Source: an optimization exercise on an open RTL-to-GDS flow (aim: small area). Production flows keep margins and buffers that such runs may drop.
The RTL was checked by simulation tests, not by an equivalence proof against the original design.
Power and IR drop assume default switching activity.

==> flow/design.v, too long to show whole: its modules and the start of the top module <==
// module convolution: 8205 lines
// module FA: 4 lines
// module HA: 4 lines
module convolution #(parameter BW1=16, BW2=16)
  (input iCLK, iRSTn, iWren,
   input signed [7:0] iX,
   input [7:0] iWeight,
   input [4:0] iADDR,
   output signed [BW2-1:0] oPsum);
  // ...
==> flow/flow/run.sh <==
#!/bin/bash
set -euo pipefail
export CTS_ARGS="-sink_clustering_enable -repair_clock_nets -dont_use_dummy_load -buf_list sky130_fd_sc_hd__clkbuf_8 -sink_clustering_size 14 -sink_clustering_max_diameter 60"
bash standard.sh > flow_standard.log 2>&1
==> flow/standard.sh <==
#!/bin/bash
# synth_recipe.tcl (not shown) runs the flow's synth.tcl, then flattens the netlist and writes it again
# the make line also repeats each setting of config.mk as NAME=value (left out here)
make -C /OpenROAD-flow-scripts/flow DESIGN_CONFIG=/design/flow/config.mk WORK_HOME=/design/flow/orfs CLKGATE_MAP_FILE= SYNTH_SCRIPT=/design/flow/synth_recipe.tcl "${@:-finish}"
==> flow/config.mk <==
export PLATFORM = sky130hd
export DESIGN_NAME = convolution
export DESIGN_NICKNAME = convolution
export VERILOG_FILES = /design/flow/design.v
export SDC_FILE = /design/flow/constraint.sdc
export NUM_CORES = 4
export LEC_CHECK = 0
export CAP_MARGIN = 20
export CORE_MARGIN = 2
export CORE_UTILIZATION = 40
export SLEW_MARGIN = 20
export SYNTH_HIERARCHICAL = 1
==> flow/constraint.sdc <==
create_clock -name core_clock -period 6.0 [get_ports {iCLK}]
set_input_delay 1.2000 -clock core_clock [delete_from_list [all_inputs] [get_ports {iCLK}]]
set_output_delay 1.2000 -clock core_clock [all_outputs]
set_load 0.01 [all_outputs]
==> reports/metrics.yaml, run 1 <==
switch_pwr_uw: 14300
endpoint_kind: "primary output"
most-common-layout-cells: "1531 x fa_1, 1290 x nand2_1, 1129 x dfxtp_1"
comb_cell_power_uw: 19600
r2r.worst_path.cells: 16
cts-hold-fix-buffers: 0
fraction_of_layout_instances_using_a_drive_strength_above_1_pct: 7.82
final_cell_count_no_fill: 7750
maxSlewHeadroom_pct: 23.3
post_drt_wl_per_cell_um: 24.9
first_global_vias: 46000
final_net_count: 6989
worstSetupPathType: "flip-flop to primary output"
outcome: "complete, no violations"
area.growth.synth_to_final_pct: 5.74
synth_commonest_cells: "1531 x fa_1, 1290 x nand2_1, 1129 x dfxtp_1"
powerDensity_nw_per_um2: 466
hold_violations: 0
crit_path_max_fanout: 15
post_route_antenna_net_violation_count: 0
cts_tree: "yes"
synth_fp_nets: 7151
fill_cells: 16420
critical-path-top-delay-family: "compound AO/OA/AOI/OAI gates"
numClockSinks: 1329
final.hold.worst_slack_ns: 0.192
biggest_consumer: "combinational logic"
detail_route.drc_violations: 0
fraction_of_area_in_registers_pct: 36.1
cts_resized: 0
dp_hpwl_um: 148000
critical_path.startpoint: "CS5_0_0$_SDFF_PN1_"
finalWorstPathRequiredPeriod_ns: 5.59
ys_seq_area_share_pct: 38.2
dr_total_vias: 40736
postPlaceCellArea_um2: 74600
min_period_over_period_pct: 93.1
route.detailed.vias_per_inst: 5.26
syn_inst: 5535
grt_use_met1_pct: 27.8
worst_ep_required_time_ns: 4.80
==> run 2: changes to the inputs <==
==> flow/flow/run.sh (replaced) <==
#!/bin/bash
set -euo pipefail
export CTS_ARGS="-sink_clustering_enable -repair_clock_nets -dont_use_dummy_load -buf_list sky130_fd_sc_hd__clkbuf_8 -sink_clustering_size 16 -sink_clustering_max_diameter 70"
bash standard.sh > flow_standard.log 2>&1
==> reports/metrics.yaml, run 2 <==
outcome: "complete, no violations"
final_net_count: 6968  # -0.30%
synth-edff-count: 0
pre_cts_slack_ns: 0.472
dr_total_vias: 40710  # -0.064%
syn_inst: 5535  # unchanged
cts_resized: 0  # unchanged
grt_antenna_before_repair: 11
route.detailed.vias_per_inst: 5.26  # +0.16%
grt_max_degree: 59
maxSlewHeadroom_pct: 22.3  # -0.95 points
holdCritPathClass: "primary input to asynchronous set/reset pin"
place_inst: 7611
part_of_the_power_in_registers_pct: 32.2
numClockSinks: 1329  # unchanged
clkLatencyLatePin_ns: 0.89
yosys.area.top_type: "fa_1"
endpoint_kind: "primary output"
switch_pwr_uw: 14200  # -0.76%
synth_top_family_by_area: "adder cells"
detailedRoute.firstPassIterationCount: 7
post_route_antenna_net_violation_count: 0  # unchanged
synth_compound_area_share_pct: 1.52
postCtsSetupRepairBufs: 0
max_cap_violations: 0
final_cell_count_no_fill: 7733  # -0.22%
clockBufferDepth: 3
worstSetupPathType: "flip-flop to primary output"
grt_first_pass_wirelength_um: 294000
max_vdd_drop_mv: 0.807
power.static_leakage_uw: 0.0245
drtIter0Drc: 3230
die_height_um: 429
cts_made_buffers: 109
floorplan.io_pins: 40
powerDensity_nw_per_um2: 462  # -0.90%
syn_area_per_cell_um2: 13.1
worst_ep_required_time_ns: 4.80  # about the same
grt.overflow.total: 0
multi_input_comb_area_um2: 43100
totalPowerFinal_uw: 35200
swShare_pct: 40.5
skew_ns: 0.142
synth_commonest_cells: "1531 x fa_1, 1290 x nand2_1, 1129 x dfxtp_1"
finalWorstPathRequiredPeriod_ns: 5.60  # +0.0134 ns
synth_xor_area_share_pct: 0.630
yosysMostFrequentCell: "fa_1"
comb_power_share_pct: 55.5
multiplexer_share_of_the_synthesized_area_pct: 3.15
detail_route.drc_violations: 0  # unchanged
ys_seq_area_share_pct: 38.2  # unchanged
post-synth-top-area-fraction_pct: 42.4
layout.cells.most_common: "fa_1"
routabilityCongestion: 0.976
cts-hold-fix-buffers: 0  # unchanged
io_buffers: 39
synth_fa_ha_area_share_pct: 43.5
most-common-layout-cells: "1531 x fa_1, 1290 x nand2_1, 1129 x dfxtp_1"
yosys-top-cells-area: "fa_1 42%, dfxtp_1 31%, dfrtp_1 6.9%"
max_freq_mhz: 179
ctsRootBufferMaster: "clkbuf_8"
routed_wirelength_um: 192000
yosysUniqueCellTypes: 66
dominant_synthesized_flop_cell: "dfxtp_1"
setup_tns_ns: 0
design.die.area_um2: 184000
floorplan.core_area_um2: 180000
startpoint_type: "flip-flop"
min_period_over_period_pct: 93.3  # +0.22 points
starting_utilization_of_the_core_area_pct: 40.1
dp_hpwl_um: 148000  # unchanged
slew_violations: 0
setup_viol: 0
first_global_vias: 45743  # -0.56%
cts_tree: "yes"
yosysWarningCount: 7
area.growth.synth_to_final_pct: 5.35
share_clk_of_total_power_pct: 12.3
dieWidth_um: 429
synthesis.area_um2: 72300
area.sequential_um2: 27600
post_drt_wl_per_cell_um: 24.9  # -0.15%
hold_violations: 0  # unchanged
internal_power_uw: 20900
std_cell_rows: 156
fill_cells: 16415  # -0.030%
grt_setup_unrepaired: "no"
timing.final.ws_setup_ns: 0.400
cts_htree_levels: 3
synth-simple-area-share_pct: 10.8
fraction_of_layout_instances_using_a_drive_strength_above_1_pct: 7.46  # -0.36 points
synth_fp_nets: 7151  # unchanged
arr_time_crit_path_ns: 4.40
clk_pin_slew_worst_paths_ns: 0.11
worst_slew_pin_slew_ns: 1.16
crit_path_max_fanout: 15  # unchanged
yosys_reg_bits: 1329
async_flop_share_pct: 15.0
grtUsageTotal_pct: 21.6
## run 2: power by group through the flow
stage / Clock (uW) / Sequential [uW] / Combinational [uW]
5_1_grt: 4840 / 11400 / 22900
6_report: 4320 / 11300 / 19500
2_1_floorplan: 0 / 10400 / 14200
4_1_cts: 4520 / 11300 / 20300
3_5_place_dp: 0 / 11500 / 20200
3_3_place_gp: 0 / 11500 / 20100
## run 2: worst max-delay path, stage by stage, from the launching register on
cell and delay, ns:
dfxtp_1 0.32, ha_1 0.34, o31ai_1 0.23, nand3_1 0.24, a221o_1 0.46, a311o_1 0.40, a2111oi_0 0.53, a21oi_2 0.22
a21oi_1 0.22, clkdlybuf4s50_1 0.56
## run 2: stage by stage
stage	utilization (%)	instance area, um2	hold slack (ns)
after floorplan	-	72300	0.310
after global placement	41.4	74600	0.310
after detailed placement	41.4	74600	0.312
after CTS	42.2	76100	0.0566
after global routing	42.2	76100	0.0887
final	42.3	76100	0.156
## run 2: logic make-up (layout without fill, tap and decap cells)
logic type / count (synthesis) / count (layout)
simple gates: 1774 / 1774
fa+ha+maj: 1592 / 1592
flops: 1329 / 1329
buf+inv: 422 / 237
mux: 202 / 202
compound gates: 164 / 164
xor+xnor: 52 / 52
other cells: 0 / 13
## run 2: layout make-up
class / count / area share, %
Multi-Input combinational cell: 3784 / 56.6
Sequential cell: 1329 / 36.3
Tap cell: 2370 / 3.90
Clock buffer: 109 / 1.97
Timing Repair Buffer: 97 / 1.09
Inverter: 31 / 0.153
Antenna cell: 13 / 0.0427
## run 2: Yosys stat by module (local to each module, per instance)
module / cells inside / area (um2)
convolution: 3949 / 40900
FA: 1 / 20.0
HA: 1 / 12.5
## run 2: path summary, 6_finish.rpt
kind | start | to | slack, ns | cells past startpoint
min | iRSTn | W24[1]$_DFFE_PN0P_ | 0.16 | 1
min reg2reg | P68[5]$_DFF_P_ | P69[5]$_DFF_P_ | 0.19 | 0
min in group core_clock | P68[5]$_DFF_P_ | P69[5]$_DFF_P_ | 0.19 | 0
max | CS5_0_0$_SDFF_PN1_ | oPsum[0] | 0.40 | 9
max in group asynchronous | iRSTn | W3[7]$_DFFE_PN0P_ | 4.21 | 3
max reg2reg | CS1_3_0$_DFF_P_ | CS2_7_0$_DFF_P_ | 0.46 | 14
## run 2: per-layer routing
metal,global-route usage (%),routed length (um),up-vias,share of wire (%)
met5,0,12,-,0.0062
met4,11.4,11600,2,6.0
met2,34.4,91000,1878,47
met3,4.10,13800,554,7.2
li1,-,-,16505,-
met1,28.0,75800,21771,39
==> run 3: changes to the inputs <==
==> flow/flow/run.sh (replaced) <==
#!/bin/bash
# The standard layout with two changes:
#  - after the standard synthesis, every combinational cell is swapped for the
#    smallest variant of its kind (same function and pins); the placement and
#    timing repairs later upsize what timing needs;
#  - clock tree synthesis adds no dummy loads and builds the tree from
#    clkbuf_8 cells over small sink clusters.
set -euo pipefail
export CTS_ARGS="-sink_clustering_enable -repair_clock_nets -dont_use_dummy_load -buf_list sky130_fd_sc_hd__clkbuf_8 -sink_clustering_size 14 -sink_clustering_max_diameter 60"
RES="$PWD/orfs/results/$FLOW_PLATFORM/convolution/base"
bash standard.sh synth > flow_synth.log 2>&1
cp "$RES/1_2_yosys.v" "$RES/1_2_yosys.std.v"
python3 flow/downsize.py "$FLOW_HOME/platforms/$FLOW_PLATFORM/lib/sky130_fd_sc_hd__tt_025C_1v80.lib" \
  "$RES/1_2_yosys.std.v" "$RES/1_2_yosys.v" > flow_downsize.log 2>&1
rm -f "$RES/1_synth.odb" "$RES/1_synth.sdc"
bash standard.sh > flow_standard.log 2>&1
==> flow/flow/downsize.py (new file) <==
#!/usr/bin/env python3
"""Rewrite a mapped sky130hd netlist so that every combinational cell uses the
smallest-area variant of its kind (same function and pins). Flip-flops, clock
cells and tie cells are left alone. Usage: downsize.py LIB IN.v OUT.v"""
import re, sys
lib, src, dst = sys.argv[1:4]
area, pins, cur = {}, {}, None
for l in open(lib):
    m = re.match(r'\s*cell\s*\(\s*"?(sky130_fd_sc_hd__\w+)"?\s*\)', l)
    if m:
        cur = m.group(1); pins[cur] = []
        continue
    m = re.match(r'\s*area\s*:\s*([\d.]+)', l)
    if m and cur and cur not in area:
        area[cur] = float(m.group(1))
    m = re.match(r'\s*pin\s*\(\s*"?(\w+)"?\s*\)', l)
    if m and cur:
        pins[cur].append(m.group(1))
skip = re.compile(r'__(df|edf|sdf|sedf|dl|clk|conb|tap|fill|decap|diode|probe|lpflow|ebuf|einv|macro|fa_|fah|ha_)')
best = {}
for c in area:
    m = re.match(r'(sky130_fd_sc_hd__\w+?)_(\d+)$', c)
    if not m or skip.search(c):
        continue
    base = m.group(1)
    if base not in best or area[c] < area[best[base]]:
        best[base] = c
t = open(src).read()
n = [0]
def rep(m):
    c = m.group(1)
    mm = re.match(r'(sky130_fd_sc_hd__\w+?)_(\d+)$', c)
    if mm and mm.group(1) in best and not skip.search(c):
        b = best[mm.group(1)]
        if b != c and sorted(pins[b]) == sorted(pins[c]):
            n[0] += 1
            return b + m.group(2)
    return m.group(0)
t = re.sub(r'^(\s*sky130_fd_sc_hd__\w+)(\s)', lambda m: rep(re.match(r'\s*(sky130_fd_sc_hd__\w+)(\s)', m.group(0))) if False else m.group(0), t, flags=re.M)
out = []
for line in t.split('\n'):
    m = re.match(r'^(\s*)(sky130_fd_sc_hd__\w+)(\s.*)$', line)
    if m:
        c = m.group(2)
        mm = re.match(r'(sky130_fd_sc_hd__\w+?)_(\d+)$', c)
        if mm and mm.group(1) in best and not skip.search(c):
            b = best[mm.group(1)]
            if b != c and sorted(pins[b]) == sorted(pins[c]):
                n[0] += 1
                line = m.group(1) + b + m.group(3)
    out.append(line)
open(dst, 'w').write('\n'.join(out))
print(f'downsized {n[0]} cells', file=sys.stderr)
==> reports/metrics.yaml, run 3 <==
ys_seq_area_share_pct: 38.2  # unchanged
worstSetupPathType: "flip-flop to primary output"
setup_tns_ns: 0  # unchanged
synth-simple-area-share_pct: 10.8  # unchanged
skew_ns: 0.110  # -0.0317 ns
worstReg2RegEnd: "CS4_7_0$_DFF_P_"
fill_cells: 16488  # +0.44%
dieWidth_um: 429  # about the same
hold_violations: 0  # unchanged
detail_route.drc_violations: 0  # unchanged
outcome: "complete, no violations"
power.static_leakage_uw: 0.0245  # -0.18%
grt_first_pass_wirelength_um: 304000  # +3.6%
numClockSinks: 1329  # unchanged
async_flop_share_pct: 15.0  # unchanged
route.detailed.vias_per_inst: 5.29  # +0.58%
most-common-layout-cells: "1531 x fa_1, 1290 x nand2_1, 1129 x dfxtp_1"
grtUsageTotal_pct: 22.6  # +1.1 points
yosysWarningCount: 7  # unchanged
maxSlewHeadroom_pct: 18.4  # -3.9 points
swShare_pct: 40.8  # +0.32 points
min_period_over_period_pct: 95.4  # +2.0 points
grt_antenna_before_repair: 14  # +3
share_clk_of_total_power_pct: 13.3  # +1.0 points
yosys-top-cells-area: "fa_1 42%, dfxtp_1 31%, dfrtp_1 6.9%"
multiplexer_share_of_the_synthesized_area_pct: 3.15  # unchanged
postPlaceCellArea_um2: 74500  # -0.15%
post_route_antenna_net_violation_count: 0  # unchanged
design_area_final_um2: 76400  # +0.32%
post_drt_wl_per_cell_um: 26.1  # +5.1%
startpoint_type: "flip-flop"
cts_htree_levels: 4  # +1
synth_compound_area_share_pct: 1.52  # unchanged
max_freq_mhz: 175  # -2.1%
area.growth.synth_to_final_pct: 5.85
ff2ff_setup_slack_ns: 0.31  # -0.15 ns
first_global_vias: 45841  # +0.21%
syn_area_per_cell_um2: 13.0  # -0.16%
worst_slew_pin_slew_ns: 1.22  # +0.0629 ns
final.hold.worst_slack_ns: 0.154  # -0.00132 ns
final_net_count: 6998  # +0.43%
yosysUniqueCellTypes: 66  # unchanged
endpoint_kind: "primary output"
finalWorstPathRequiredPeriod_ns: 5.72  # +0.123 ns
switch_pwr_uw: 14800  # +3.8%
floorplan.io_pins: 40  # unchanged
synth_top_family_by_area: "adder cells"
drtIter0Drc: 3398  # +5.2%
internal_power_uw: 21400  # +2.4%
synth_commonest_cells: "1531 x fa_1, 1290 x nand2_1, 1129 x dfxtp_1"
synth-edff-count: 0  # unchanged
routabilityCongestion: 0.984  # +0.82%
arr_time_crit_path_ns: 4.52  # +0.12 ns
yosys.area.top_type: "fa_1"
routed_wirelength_um: 202000  # +5.2%
die_height_um: 429  # about the same
clk_pin_slew_worst_paths_ns: 0.08  # -0.03 ns
floorplan.core_area_um2: 179000  # -0.75%
synth_fa_ha_area_share_pct: 43.5  # unchanged
worstReg2RegStart: "CS3_0_0$_SDFF_PN1_"
r2r.worst_path.cells: 14  # unchanged
powerDensity_nw_per_um2: 474  # +2.7%
critical_path.startpoint: "CS5_0_0$_SDFF_PN1_"
cts_tree: "yes"
grt_max_degree: 63  # +6.8%
chip_area_in_the_yosys_report_um2: 72300
syn_inst: 5535  # unchanged
synth_fp_nets: 7151  # unchanged
detailedRoute.firstPassIterationCount: 7  # unchanged
std_cell_rows: 155  # -0.64%
part_of_the_power_in_registers_pct: 31.5  # -0.7 points
starting_utilization_of_the_core_area_pct: 40.4  # +0.24 points
yosys_reg_bits: 1329  # unchanged
worst_ep_required_time_ns: 4.80  # about the same
synth_xor_area_share_pct: 0.630  # unchanged
io_buffers: 39  # unchanged
crit_path_max_fanout: 15  # unchanged
layout.cells.most_common: "fa_1"
dp_hpwl_um: 154000  # +4.4%
clockBufferDepth: 3  # unchanged
synthesis.area_um2: 72200  # -0.16%
max_vdd_drop_mv: 1.02  # +27%
design.die.area_um2: 184000  # -0.16%
grt.overflow.total: 0  # unchanged
yosysMostFrequentCell: "fa_1"
holdCritPathClass: "primary input to asynchronous set/reset pin"
setup_viol: 0  # unchanged
postCtsSetupRepairBufs: 0  # unchanged
dominant_synthesized_flop_cell: "dfxtp_1"
post-synth-top-area-fraction_pct: 42.4  # unchanged
dr_total_vias: 40987  # +0.68%
cts_made_buffers: 136  # +25%
clkLatencyLatePin_ns: 0.90  # about the same
final_core_area_utilization_pct: 42.7  # +0.45 points
comb_power_share_pct: 55.2  # -0.3 points
max_cap_violations: 0  # unchanged
fraction_of_layout_instances_using_a_drive_strength_above_1_pct: 3.90  # -3.6 points
critical_path.endpoint: "oPsum[0]"
ctsRootBufferMaster: "clkbuf_8"
grt_setup_unrepaired: "no"
slew_violations: 0  # unchanged
-- run 3: cell counts after synthesis --
Identical to the previous run, type by type.
-- run 3: final cells by class --
class / instances / area [um2] / area share, %
antenna: 6 / 15.0 / 0.0197
inverter: 31 / 116 / 0.152
sequential: 1329 / 27600 / 36.1
multi-input combinational: 3784 / 43000 / 56.3
clock buffer: 136 / 1870 / 2.45
timing repair buffer: 100 / 823 / 1.08
tap: 2355 / 2950 / 3.86
-- run 3: layer usage --
layer	share of wire (%)	GRT usage (%)	vias up	wire (um)
met5	0.0064	0	-	13
met4	5.4	11.0	2	11000
met3	8.4	5.59	527	17100
met2	46	34.8	2139	92800
met1	40	29.9	21773	81400
li1	-	-	16546	-
-- run 3: cells by family (layout without fill, tap and decap cells) --
| family | count (synthesis) | in the layout |
|---|---|---|
| fa+ha+maj | 1592 | 1592 |
| other cells | 0 | 6 |
| mux | 202 | 202 |
| simple gates | 1774 | 1774 |
| compound gates | 164 | 164 |
| flops | 1329 | 1329 |
| buf+inv | 422 | 267 |
| xor+xnor | 52 | 52 |
-- run 3: critical path, cell delays in order, from the launching register on --
cell and delay, ns:
dfxtp_1 0.31, ha_1 0.32, o31ai_1 0.22, nand3_1 0.26
a221o_1 0.46, a311o_1 0.40, a2111oi_0 0.64, a21oi_2 0.23
a21oi_1 0.21, clkdlybuf4s50_1 0.56
-- run 3: stage by stage --
step                      instances  power [uW]  worst slack (ns)
after floorplan                5535       24600             0.575
after global placement         7599       32000             0.489
after detailed placement       7599       32100             0.390
after CTS                      7735       37100             0.206
after global routing           7740       39900            0.0127
final                          7741       36200             0.277
-- run 3: modules after synthesis (local to each module, per instance) --
| module | cells inside | cell area (um2) | copies in the design |
|---|---|---|---|
| convolution | 3949 | 40900 | 1 |
| FA | 1 | 20.0 | 1531 |
| HA | 1 | 12.5 | 55 |
-- run 3: how the worst min path moves through the flow --
stage | from | depth (start not counted) | end
floorplan | P99[0]$_DFF_P_ | 0 | P100[0]$_DFF_P_
global placement | P16[0]$_DFF_P_ | 0 | P17[0]$_DFF_P_
detailed placement | P110[3]$_DFF_P_ | 0 | P111[3]$_DFF_P_
CTS | iRSTn | 1 | W21[6]$_DFFE_PN0P_
global route | iRSTn | 1 | W21[6]$_DFFE_PN0P_
finish | iRSTn | 1 | W22[7]$_DFFE_PN0P_
-- run 3: what timing repair did --
item / CTS / global route
hold buffers: 0 / 0
setup endpoints to repair: 0 / 3
resized for setup: 0 / 1
-- run 3: power by group through the flow --
stage	clock network [uW]	logic, uW	registers (uW)
global route	5370	23100	11400
finish	4810	20000	11400
CTS	5040	20700	11300
floorplan	0	14100	10400
detailed placement	0	20600	11500
global placement	0	20400	11500

==> re-timing with driven ports <==
In the flow no input, the clock included, has a driving cell. The finished layouts below were timed again as built, in two steps.
Step 1, drivers: a clkbuf_16 drives iCLK and a buf_2 each remaining input, both assumed.
Step 2 moves the port delays by t, midway between the first and last clock arrival at a register: inputs arrive t later, outputs are due t later. That takes back most of the time a late clock gives input paths.
a / b / c = ideal ports / drivers / drivers and shift; a / b = the first two.
| run | shift t [ns] | setup slack, ns | worst setup path after step 2 | clock arrival spread, ns | cell pins on the clock port's net |
|---|---|---|---|---|---|
| run 1 | 0.930 | 0.413 / 0.342 / 0.461 | register to register | 0.113 / 0.113 | 1 |
| run 2 | 0.875 | 0.400 / 0.329 / 0.461 | register to register | 0.189 / 0.189 | 1 |
| run 3 | 0.932 | 0.277 / 0.194 / 0.309 | register to register | 0.117 / 0.117 | 1 |
After both steps setup and hold are still met in every run listed.
